Context: an optimization exercise on an open-source flow, tuned for small area, a short achievable clock period and few clock cycles per item. The choices shown serve that exercise and are no tape-out recipe.
Function was checked by simulation only, so behaviour that the tests miss may differ from the original.

==> module SIMON_control, before the edit <==
module SIMON_control
#(	parameter N = 32	)
 (	input logic clk, nR,
	input logic newData, newKey,
	input logic enc_dec, readData,
	input logic [2*N-1:0] plain,
	input logic [4*N-1:0] key,
	output logic ldData, ldKey,
	output logic doneData, doneKey,
	output logic [2*N-1:0] cipher	);
localparam logic [61:0] z = 62'b11110000101100111001010001001000000111101001100011010111011011;
localparam int LAST = 21;
logic run;		 
logic [4:0] cnt;	 
logic last;		 
logic par;		 
logic ks1, ks2;	 
logic act;		 
logic pend;		 
logic kvalid;	 
logic enc;		 
logic [2*N-1:0] P;
logic [3:0][N-1:0] A, B;
logic goKey, goData, start;
logic run_n, last_n, par_n, ks1_n, ks2_n, act_n, pend_n, kvalid_n;
logic doneKey_n, doneData_n;
logic [4:0] cnt_n;
assign goKey = newKey && ldKey;
assign goData = newData && ldData;
logic [2:0][2*N-1:0] r;
logic [1:0][N-1:0] rk;
assign rk[0] = enc ? A[2] : B[3];
assign rk[1] = enc ? A[3] : B[2];
assign r[0] = P;
genvar g;
generate
	for(g=0; g<2; g++)
	begin : rounds
		SIMON_round #(N) rd(.block(r[g]), .key(rk[g]), .out(r[g+1]));
	end
endgenerate
logic [5:0][N-1:0] af, bb;
logic [1:0] za, zbk;
function automatic logic zc(input int i);
	zc = (i >= 0 && i < 62) ? z[i] : 1'b0;
endfunction
always_comb
	for(int i=0; i<2; i++)
	begin
		za[i] = zc(2*cnt - 2 + i);
		zbk[i] = ks1 ? 1'b0 : zc(39 - 2*cnt - i);
	end
assign af[3:0] = A;
assign bb[5:2] = B;
generate
	for(g=0; g<2; g++)
	begin : ksteps
		SIMON_keyexpansion #(N) kf(.far(af[g]), .k1(af[g+3]), .k3(af[g+1]), .zb(za[g]), .out(af[g+4]));
		SIMON_keyexpansion #(N) kb(.far(bb[5-g]), .k1(bb[4-g]), .k3(bb[2-g]), .zb(zbk[g]), .out(bb[1-g]));
	end
endgenerate
always_comb
begin
	run_n = run;
	cnt_n = cnt;
	par_n = par;
	ks1_n = 1'b0;
	ks2_n = 1'b0;
	act_n = act;
	pend_n = pend;
	kvalid_n = kvalid;
	doneKey_n = doneKey || goKey;
	doneData_n = doneData && !readData;
	start = 1'b0;		 
	if(run)
	begin
		cnt_n = cnt + 5'd1;
		if(last)
		begin
			run_n = 1'b0;
			par_n = 1'b0;
			kvalid_n = 1'b1;
			act_n = 1'b0;
			if(act)	doneData_n = 1'b1;
			start = 1'b1;
		end
	end
	else if(ks1)	ks2_n = 1'b1;
	else if(ks2)
	begin
		par_n = 1'b0;
		start = 1'b1;
	end
	else
	begin
		par_n = !par;
		start = par;
	end
	if(goKey)
	begin
		kvalid_n = 1'b0;
		ks1_n = 1'b1;
		start = 1'b0;
	end
	if(goData)	pend_n = 1'b1;
	if(start && pend_n)
	begin
		run_n = 1'b1;
		cnt_n = 'b0;
		act_n = (goData ? enc_dec : enc) || kvalid_n;
		pend_n = !act_n;
	end
	last_n = run_n && (cnt_n == LAST);
end
always_ff @(posedge clk, negedge nR)
begin
	if(~nR)
	begin
		run <= 1'b0;
		cnt <= 'b0;
		last <= 1'b0;
		par <= 1'b0;
		ks1 <= 1'b0;
		ks2 <= 1'b0;
		act <= 1'b0;
		pend <= 1'b0;
		kvalid <= 1'b0;
		enc <= 1'b0;
		doneKey <= 1'b0;
		doneData <= 1'b0;
		ldKey <= 1'b0;
		ldData <= 1'b0;
	end
	else
	begin
		run <= run_n;
		cnt <= cnt_n;
		last <= last_n;
		par <= par_n;
		ks1 <= ks1_n;
		ks2 <= ks2_n;
		act <= act_n;
		pend <= pend_n;
		kvalid <= kvalid_n;
		doneKey <= doneKey_n;
		doneData <= doneData_n;
		ldKey <= !pend_n && !ks1_n && !ks2_n && (!run_n || last_n);
		ldData <= doneKey_n && !doneData_n && !pend_n && !run_n && !ks1_n && (ks2_n || par_n);
		if(goData)	enc <= enc_dec;
	end
end
always_ff @(posedge clk)
begin
	if(goData)	P <= enc_dec ? plain : {plain[N-1:0], plain[2*N-1:N]};
	else if(run && act)	P <= (last && !enc) ? {r[2][N-1:0], r[2][2*N-1:N]} : r[2];
end
assign cipher = P;
always_ff @(posedge clk)
begin
	if(goKey)	B <= key;
	else if(run && !last)
	begin
		if(kvalid)	B <= {B[1:0], bb[1:0]};
	end
	else if(ks1)	B <= {B[1:0], bb[1:0]};
	else if(!ks2)	B <= A;
end
always_ff @(posedge clk)
begin
	if(run && !last)	A <= af[5:2];
	else	A <= B;
end
endmodule
clock: 6.0 ns
lec_check: 0
cap_margin: 20
core_margin: 2
core_utilization: 40
setup_slack_margin: 3.6
slew_margin: 20
standard.sh (not shown) runs the stock make flow with config.mk's settings and CLKGATE_MAP_FILE= SYNTH_SCRIPT=/design/flow/synth_recipe.tcl, a recipe that flattens the netlist after the stock synthesis.
==> flow/flow/run.sh <==
#!/bin/bash
# The standard layout (standard.sh, unchanged synthesis and steps), except that
# the port buffers placement inserts on every input and output are plain
# buffers (buf_2) instead of the delay cells buffer_ports picks by default;
# timing repair may still resize them.
set -euo pipefail
export BUFFER_PORTS_ARGS="-buffer_cell sky130_fd_sc_hd__buf_2"
bash standard.sh > standard.log 2>&1
Testbench counts at the start, summed over its fixed seeds: cycles 11,866, blocks 480.
Change:
--- a/flow/design.v
+++ b/flow/design.v
@@ -181,12 +181,12 @@
 		doneData <= doneData_n;
 		ldKey <= !pend_n && !ks1_n && !ks2_n && (!run_n || last_n);
 		ldData <= doneKey_n && !doneData_n && !pend_n && !run_n && !ks1_n && (ks2_n || par_n);
-		if(goData)	enc <= enc_dec;
+		if(ldData)	enc <= enc_dec;
 	end
 end
 always_ff @(posedge clk)
 begin
-	if(goData)	P <= enc_dec ? plain : {plain[N-1:0], plain[2*N-1:N]};
+	if(ldData)	P <= enc_dec ? plain : {plain[N-1:0], plain[2*N-1:N]};
 	else if(run && act)	P <= (last && !enc) ? {r[2][N-1:0], r[2][2*N-1:N]} : r[2];
 end
 assign cipher = P;
Effect: Hold slack got worse by 0.018 ns. Cell count decreases by 1.7%. Cell area decreases by 3.2%. Wire length increases by 0.42%. Core utilization decreases by 0.45 points. Clock skew increases by 0.0057 ns. First-iteration DRC count increases by 3.8%. Setup slack improved by 0.068 ns. Area after synthesis decreases by 2.2%. Critical path depth decreases by 3.
Testbench counts after the change, summed over its fixed seeds: cycles 11,866, blocks 480.

==> afterwards: timing with drivers on the ports <==
No port has a modelled driver above. Below, the same layouts with a new extraction and two added sets of constraints. Step 1 sets driving cells, clkbuf_16 on the clock port and buf_2 on the other inputs (assumed; they add their load-dependent delay and slew). Step 2 moves the port delays by t, midway between the first and last clock arrival at a register: inputs arrive t later, outputs are due t later. That takes back most of the time a late clock gives input paths. Three values: ideal, step 1, step 2; two values: the first two.
| run | shift t [ns] | setup WS [ns] | worst setup path after step 2 | latest minus earliest clock arrival (ns) | slew at the worst register clock pin (ns) |
|---|---|---|---|---|---|
| the first run | 0.633 | 3.446 / 3.446 / 3.058 | input to register | 0.022 / 0.022 | 0.06 / 0.06 |
| the second run | 0.625 | 3.514 / 3.497 / 3.076 | input to register | 0.025 / 0.025 | 0.06 / 0.06 |
After both steps setup and hold are still met in every run listed. For the second run, which loses most, drivers alone change the setup slack by -0.017 ns; drivers and shift together by -0.438 ns.
